Background: an optimization exercise with open tools, aiming at small area. Do not read the settings as production practice. Where RTL was checked, it was by simulation tests only, not by an equivalence proof against the original. No activity file was given, so power comes from the tool's default toggle rates.

==> exp/maple: inputs <==
==> flow/design.v <==
module key_fliter (
    input  wire sys_clk,
    input  wire sys_rst_n,
    input  wire key_in,
    output reg  key_flag
);
reg [7:0] cnt;
wire sat = cnt[7] & cnt[6] & cnt[3];                          
always @(posedge sys_clk or negedge sys_rst_n)
    if (!sys_rst_n)
        cnt <= 8'd0;
    else if (key_in)
        cnt <= 8'd0;
    else if (!sat)
        cnt <= cnt + 8'd1;
always @(posedge sys_clk or negedge sys_rst_n)
    if (!sys_rst_n)
        key_flag <= 1'b0;
    else
        key_flag <= cnt[7] & cnt[6] & cnt[2] & cnt[1] & cnt[0];   
endmodule
module key_control(
input wire clk,
input wire reset_n,
input wire key_in0, 
input wire key_in1, 
input wire key_in2, 
input wire key_in3, 
input wire key_in4, 
output wire  [5:0]   wave_sel,
output wire  [3:0]   mode_sel,
output wire  [8:0]   F,
output wire  [10:0]  T,
output wire  [6:0]   Z,
output wire         RCLK,
output wire         SRCLK,
output wire         DIO
);
wire kw, km, kf, kt, kz;
key_fliter kf0 (.sys_clk(clk), .sys_rst_n(reset_n), .key_in(key_in0), .key_flag(kw));
key_fliter kf1 (.sys_clk(clk), .sys_rst_n(reset_n), .key_in(key_in1), .key_flag(km));
key_fliter kf2 (.sys_clk(clk), .sys_rst_n(reset_n), .key_in(key_in2), .key_flag(kf));
key_fliter kf3 (.sys_clk(clk), .sys_rst_n(reset_n), .key_in(key_in3), .key_flag(kt));
key_fliter kf4 (.sys_clk(clk), .sys_rst_n(reset_n), .key_in(key_in4), .key_flag(kz));
reg [2:0] ws;
wire ws_zero = ws[2] & ws[1];
wire [2:0] ws_n = kw ? ws + 3'd1 : (ws_zero ? 3'd0 : ws);
reg [2:0] ms;
wire ms_zero = ms[2];
wire [2:0] ms_n = km ? ms + 3'd1 : (ms_zero ? 3'd0 : ms);
reg [4:0] fk;
wire [4:0] fk_n = kf ? fk + 5'd1 : ((fk[4] & fk[3] & fk[2] & fk[1]) ? 5'd1 : fk);    
reg [6:0] tk;
wire [6:0] tk_n = kt ? tk + 7'd1 : ((tk[6] & tk[4]) ? 7'd1 : tk);                   
reg [4:0] zv;
wire [4:0] zv_n = kz ? zv + 5'd1 : ((zv[4] & zv[2]) ? 5'd2 : zv);                  
reg [2:0] flag;
wire [2:0] flag_n = kw ? 3'd0 : km ? 3'd1 : kf ? 3'd2 : kt ? 3'd3 : kz ? 3'd4 : flag;
always @(posedge clk or negedge reset_n)
    if (!reset_n) begin
        ws <= 3'd0; ms <= 3'd0; fk <= 5'd1; tk <= 7'd1; zv <= 5'd2; flag <= 3'd0;
    end else begin
        ws <= ws_n; ms <= ms_n; fk <= fk_n; tk <= tk_n; zv <= zv_n; flag <= flag_n;
    end
assign wave_sel = {ws[2] & ws[0], ws[2] & ~ws[1] & ~ws[0], ws[1] & ws[0],
                   ~ws[2] & ws[1] & ~ws[0], ~ws[2] & ~ws[1] & ws[0], ~ws[2] & ~ws[1] & ~ws[0]};
assign mode_sel = {~ms[2] & ms[1] & ms[0], ~ms[2] & ms[1] & ~ms[0],
                   ~ms[2] & ~ms[1] & ms[0], ~ms[2] & ~ms[1] & ~ms[0]};
assign F = fk * 9'd10;
assign T = tk * 11'd10;
assign Z = {2'b00, zv};
reg [15:0] div;
reg [2:0]  cs;
reg [3:0]  c11;
wire div_end = div[15] & div[14] & div[9] & div[8] & div[6] & div[3] & div[2] & div[1] & div[0];  
wire [15:0] div_n = div_end ? 16'd0 : div + 16'd1;
wire [2:0]  cs_n  = cs + {2'b00, div_end};
always @(posedge clk or negedge reset_n)
    if (!reset_n) begin
        div <= 16'd0; cs <= 3'd0; c11 <= 4'd0;
    end else begin
        div <= div_n; cs <= cs_n; c11 <= (c11[3] & c11[1]) ? 4'd0 : c11 + 4'd1;
    end
wire [5:0] ph   = {div[5:4] + cs[1:0], div[3:0]};
wire [5:0] ph_n = ph + 6'd1;
wire ld_s = div[1] & div[0] & c11[3] & c11[1];               
wire ld_d = div[1] & ~div[0] & c11[3] & c11[0];              
reg [6:0] su, du;
reg       sx, dx;
reg [6:0] u_n;
reg       x_n;
always @(*) begin
    x_n = 1'b0;
    case (flag_n)
        3'd0: u_n = ws_zero ? 7'd1 : {4'd0, ws + 3'd1};
        3'd1: u_n = ms_zero ? 7'd0 : {4'd0, ms + 3'd1};
        3'd2: begin u_n = {2'd0, fk_n}; x_n = 1'b1; end
        3'd3: begin u_n = tk_n; x_n = 1'b1; end
        default: u_n = {2'd0, zv_n};
    endcase
end
always @(posedge clk or negedge reset_n)
    if (!reset_n) begin
        su <= 7'd0; sx <= 1'b0; du <= 7'd0; dx <= 1'b0;
    end else begin
        if (ld_s) begin su <= u_n; sx <= x_n; end
        if (ld_d) begin du <= su; dx <= sx; end
    end
wire [3:0] d_u = du % 7'd10;
wire [3:0] d_t = du / 7'd10;
reg  [3:0] nib;
always @(*)
    case (cs_n)
        3'd0: nib = dx ? 4'd0 : d_u;
        3'd1: nib = dx ? d_u : d_t;
        3'd2: nib = dx ? d_t : 4'd0;
        3'd7: nib = flag + 3'd1;
        default: nib = 4'd0;
    endcase
reg [7:0] seg;
always @(*)
    case (nib)
        4'h0: seg = 8'b1100_0000;
        4'h1: seg = 8'b1111_1001;
        4'h2: seg = 8'b1010_0100;
        4'h3: seg = 8'b1011_0000;
        4'h4: seg = 8'b1001_1001;
        4'h5: seg = 8'b1001_0010;
        4'h6: seg = 8'b1000_0010;
        4'h7: seg = 8'b1111_1000;
        4'h8: seg = 8'b1000_0000;
        default: seg = 8'b1001_0000;
    endcase
wire [2:0] j = ph_n[4:2];
wire bit_n = ph_n[5] ? (cs == ~j) : seg[~j];
reg pre, dio_r, srclk_r;
always @(posedge clk or negedge reset_n)
    if (!reset_n) begin
        dio_r <= 1'b0; srclk_r <= 1'b0;
    end else begin
        srclk_r <= ph[1];
        if (!ph[1]) dio_r <= pre;
    end
always @(posedge clk or negedge reset_n)
    if (!reset_n) pre <= 1'b1;
    else          pre <= bit_n;
assign DIO   = dio_r;
assign SRCLK = srclk_r;
assign RCLK  = ~ph[5] & ~ph[4] & ~ph[3] & ~ph[2] & (ph[1] ^ ph[0]);
endmodule
==> flow/run.sh <==
#!/bin/bash
# synth_recipe.tcl (not shown) runs the flow's synth.tcl, then flattens the netlist and writes it again
# the make line also repeats each setting of config.mk as NAME=value (left out here)
make -C /OpenROAD-flow-scripts/flow DESIGN_CONFIG=/design/flow/config.mk WORK_HOME=/design/flow/orfs CLKGATE_MAP_FILE= SYNTH_SCRIPT=/design/flow/synth_recipe.tcl finish
==> flow/config.mk <==
export PLATFORM = sky130hd
export DESIGN_NAME = key_control
export DESIGN_NICKNAME = key_control
export VERILOG_FILES = /design/flow/design.v
export SDC_FILE = /design/flow/constraint.sdc
export NUM_CORES = 4
export LEC_CHECK = 0
export CAP_MARGIN = 20
export CORE_MARGIN = 2
export CORE_UTILIZATION = 40
export SLEW_MARGIN = 20
==> flow/constraint.sdc <==
create_clock -name core_clock -period 10.0 [get_ports {clk}]
set_input_delay 2.0000 -clock core_clock [delete_from_list [all_inputs] [get_ports {clk}]]
set_output_delay 2.0000 -clock core_clock [all_outputs]
set_load 0.01 [all_outputs]
==> inputs of exp/quartz, as changes to exp/maple <==
==> flow/design.v, changed modules only <==
module key_fliter (
    input  wire sys_clk,
    input  wire sys_rst_n,
    input  wire key_in,
    output reg  key_flag
);
localparam [7:0] P  = 8'b0101_0101;
localparam [7:0] S0 = 8'b1101_0001 ^ P;         
reg  [7:0] s;
wire [7:0] q    = s ^ P;
wire       last = (q == 8'b0111_1111);          
wire       fb   = ~(q[7] ^ q[2]) | last;
always @(posedge sys_clk or negedge sys_rst_n)
    if (!sys_rst_n)
        s <= S0;
    else if (key_in)
        s <= S0;
    else
        s <= {q[6:0], fb} ^ P;
always @(posedge sys_clk or negedge sys_rst_n)
    if (!sys_rst_n)
        key_flag <= 1'b0;
    else
        key_flag <= last;
endmodule
module key_control(
input wire clk,
input wire reset_n,
input wire key_in0, 
input wire key_in1, 
input wire key_in2, 
input wire key_in3, 
input wire key_in4, 
output wire  [5:0]   wave_sel,
output wire  [3:0]   mode_sel,
output wire  [8:0]   F,
output wire  [10:0]  T,
output wire  [6:0]   Z,
output wire         RCLK,
output wire         SRCLK,
output wire         DIO
);
function [15:0] inc;
    input [15:0] a;
    integer i;
    reg c;
    begin
        c = 1'b1;
        for (i = 0; i < 16; i = i + 1) begin
            inc[i] = a[i] ^ c;
            c = a[i] & c;
        end
    end
endfunction
function [9:0] add;
    input [9:0] a, b;
    integer i;
    reg c;
    begin
        c = 1'b0;
        for (i = 0; i < 10; i = i + 1) begin
            add[i] = a[i] ^ b[i] ^ c;
            c = (a[i] & b[i]) | (c & (a[i] ^ b[i]));
        end
    end
endfunction
wire kw, km, kf, kt, kz;
key_fliter kf0 (.sys_clk(clk), .sys_rst_n(reset_n), .key_in(key_in0), .key_flag(kw));
key_fliter kf1 (.sys_clk(clk), .sys_rst_n(reset_n), .key_in(key_in1), .key_flag(km));
key_fliter kf2 (.sys_clk(clk), .sys_rst_n(reset_n), .key_in(key_in2), .key_flag(kf));
key_fliter kf3 (.sys_clk(clk), .sys_rst_n(reset_n), .key_in(key_in3), .key_flag(kt));
key_fliter kf4 (.sys_clk(clk), .sys_rst_n(reset_n), .key_in(key_in4), .key_flag(kz));
reg  [2:0] wi;
wire       wi_zero = &wi;
wire [2:0] wi_inc = inc({13'd0, wi});
wire [2:0] wi_n = kw ? wi_inc : (wi_zero ? 3'd1 : wi);
reg  [2:0] mi;
wire       mi_zero = mi[2] & mi[0];
wire [2:0] mi_inc = inc({13'd0, mi});
wire [2:0] mi_n = km ? mi_inc : (mi_zero ? 3'd1 : mi);
reg  [4:0] fk;
wire [4:0] fk_inc = inc({11'd0, fk});
wire [4:0] fk_n = kf ? fk_inc : ((fk[4] & fk[3] & fk[2] & fk[1]) ? 5'd1 : fk);   
reg  [6:0] tk;
wire [6:0] tk_inc = inc({9'd0, tk});
wire [6:0] tk_n = kt ? tk_inc : ((tk[6] & tk[4]) ? 7'd1 : tk);                  
reg  [4:0] zv;
wire [4:0] zv_inc = inc({11'd0, zv});
wire [4:0] zv_n = kz ? zv_inc : ((zv[4] & zv[2]) ? 5'd2 : zv);                 
reg  [2:0] flag;
wire [2:0] flag_n = kw ? 3'd0 : km ? 3'd1 : kf ? 3'd2 : kt ? 3'd3 : kz ? 3'd4 : flag;
always @(posedge clk or negedge reset_n)
    if (!reset_n) begin
        wi <= 3'd1; mi <= 3'd1; fk <= 5'd1; tk <= 7'd1; zv <= 5'd2; flag <= 3'd0;
    end else begin
        wi <= wi_n; mi <= mi_n; fk <= fk_n; tk <= tk_n; zv <= zv_n; flag <= flag_n;
    end
assign wave_sel = {wi == 3'd6, wi == 3'd5, wi == 3'd4, wi == 3'd3, wi == 3'd2, wi == 3'd1};
assign mode_sel = {mi == 3'd4, mi == 3'd3, mi == 3'd2, mi == 3'd1};
wire [9:0] f5 = add({5'd0, fk}, {3'd0, fk, 2'd0});
wire [9:0] t5 = add({3'd0, tk}, {1'd0, tk, 2'd0});
assign F = {f5[7:0], 1'b0};
assign T = {t5, 1'b0};
assign Z = {2'b00, zv};
reg  [15:0] div;
reg  [2:0]  cs;
reg  [3:0]  c11;
wire div_end = div[15] & div[14] & div[9] & div[8] & div[6] & div[3] & div[2] & div[1] & div[0];  
wire [15:0] div_n = div_end ? 16'd0 : inc(div);
wire [2:0]  cs_inc = inc({13'd0, cs});
wire [2:0]  cs_n  = div_end ? cs_inc : cs;
wire [3:0]  c11_inc = inc({12'd0, c11});
always @(posedge clk or negedge reset_n)
    if (!reset_n) begin
        div <= 16'd0; cs <= 3'd0; c11 <= 4'd0;
    end else begin
        div <= div_n; cs <= cs_n; c11 <= (c11[3] & c11[1]) ? 4'd0 : c11_inc;
    end
wire [5:0] ph   = {div[5] ^ cs[1] ^ (div[4] & cs[0]), div[4] ^ cs[0], div[3:0]};
wire [5:0] ph_n = {div_n[5] ^ cs_n[1] ^ (div_n[4] & cs_n[0]), div_n[4] ^ cs_n[0], div_n[3:0]};
wire ld_s = div[1] & div[0] & c11[3] & c11[1];               
wire ld_d = div[1] & ~div[0] & c11[3] & c11[0];              
reg [6:0] su, du;
reg       sx, dx;
reg [6:0] u_n;
reg       x_n;
always @(*) begin
    x_n = 1'b0;
    case (flag_n)
        3'd0: u_n = {4'd0, wi[2] & ~(wi[1] & wi[0]), wi[1] & ~(wi[2] & wi[0]), wi[0]};
        3'd1: u_n = mi_zero ? 7'd0 : {4'd0, mi};
        3'd2: begin u_n = {2'd0, fk_n}; x_n = 1'b1; end
        3'd3: begin u_n = tk_n; x_n = 1'b1; end
        default: u_n = {2'd0, zv_n};
    endcase
end
always @(posedge clk or negedge reset_n)
    if (!reset_n) begin
        sx <= 1'b1; dx <= 1'b1;
    end else begin
        if (ld_s) sx <= x_n;
        if (ld_d) dx <= sx;
    end
always @(posedge clk) begin
    if (ld_s) su <= u_n;
    if (ld_d) du <= su;
end
function [3:0] a3;
    input [3:0] x;
    case (x)
        4'd5: a3 = 4'd8;  4'd6: a3 = 4'd9;  4'd7: a3 = 4'd10;
        4'd8: a3 = 4'd11; 4'd9: a3 = 4'd12;
        default: a3 = x;
    endcase
endfunction
wire [3:0] s1 = a3({1'b0, du[6:4]});
wire [3:0] s2 = a3({s1[2:0], du[3]});
wire [3:0] s3 = a3({s2[2:0], du[2]});
wire [3:0] s4 = a3({s3[2:0], du[1]});
wire [3:0] d_t = {s1[3], s2[3], s3[3], s4[3]};
wire [3:0] d_u = {s4[2:0], du[0]};
reg  [3:0] nib;
always @(*)
    case (cs_n)
        3'd0: nib = dx ? 4'd0 : d_u;
        3'd1: nib = dx ? d_u : d_t;
        3'd2: nib = dx ? d_t : 4'd0;
        3'd7: nib = {flag == 3'd3 || flag == 3'd4, flag == 3'd1 || flag == 3'd2, flag == 3'd0 || flag == 3'd2 || flag == 3'd4};
        default: nib = 4'd0;
    endcase
reg [7:0] seg;
always @(*)
    case (nib)
        4'h0: seg = 8'b1100_0000;
        4'h1: seg = 8'b1111_1001;
        4'h2: seg = 8'b1010_0100;
        4'h3: seg = 8'b1011_0000;
        4'h4: seg = 8'b1001_1001;
        4'h5: seg = 8'b1001_0010;
        4'h6: seg = 8'b1000_0010;
        4'h7: seg = 8'b1111_1000;
        4'h8: seg = 8'b1000_0000;
        default: seg = 8'b1001_0000;
    endcase
wire [2:0] j = ph_n[4:2];
wire bit_n = ph_n[5] ? (cs == ~j) : seg[~j];
reg pre, dio_r, srclk_r;
always @(posedge clk or negedge reset_n)
    if (!reset_n) begin
        dio_r <= 1'b0; srclk_r <= 1'b0; pre <= 1'b1;
    end else begin
        srclk_r <= ph[1];
        if (!ph[1]) dio_r <= pre;
        pre <= bit_n;
    end
assign DIO   = dio_r;
assign SRCLK = srclk_r;
assign RCLK  = ~ph[5] & ~ph[4] & ~ph[3] & ~ph[2] & (ph[1] ^ ph[0]);
endmodule
ABC_AREA = 1   (was default)
==> comparison <==
Synthesized cell count: exp/quartz is lower than exp/maple (4.7%). In exp/maple the worst setup slack is better than in exp/quartz, by 500 ps. Global-route usage: exp/quartz is lower than exp/maple (0.68 points). Between exp/maple and exp/quartz, the lower via count is in exp/quartz (gap about 15%, measured against exp/quartz). In exp/maple the combinational power is larger than in exp/quartz, by 67%. Wire length: exp/quartz is smaller than exp/maple (14%).
Function not checked in exp/maple: the RTL went through the layout flow alone.

re-timing with driven ports:
The results above use ideal ports. As a check the final layouts listed here were re-extracted and re-timed, cells and wires unchanged.
Step 1 assumes that a clkbuf_16 drives the clock port and a buf_2 every other input.
Step 2 also shifts input and output timing later by t, the mid clock arrival at the registers, as if the neighbouring blocks saw the same clock.
a / b / c = ideal / step 1 / step 2; a / b = the first two.
run	t (ns)	setup slack, ns	worst register clock-pin slew, ns
exp/maple	0.439	5.034 / 4.997 / 5.436	0.06 / 0.06
exp/quartz	0.447	4.538 / 4.497 / 4.943	0.06 / 0.06
After both steps every run listed still meets setup and hold.
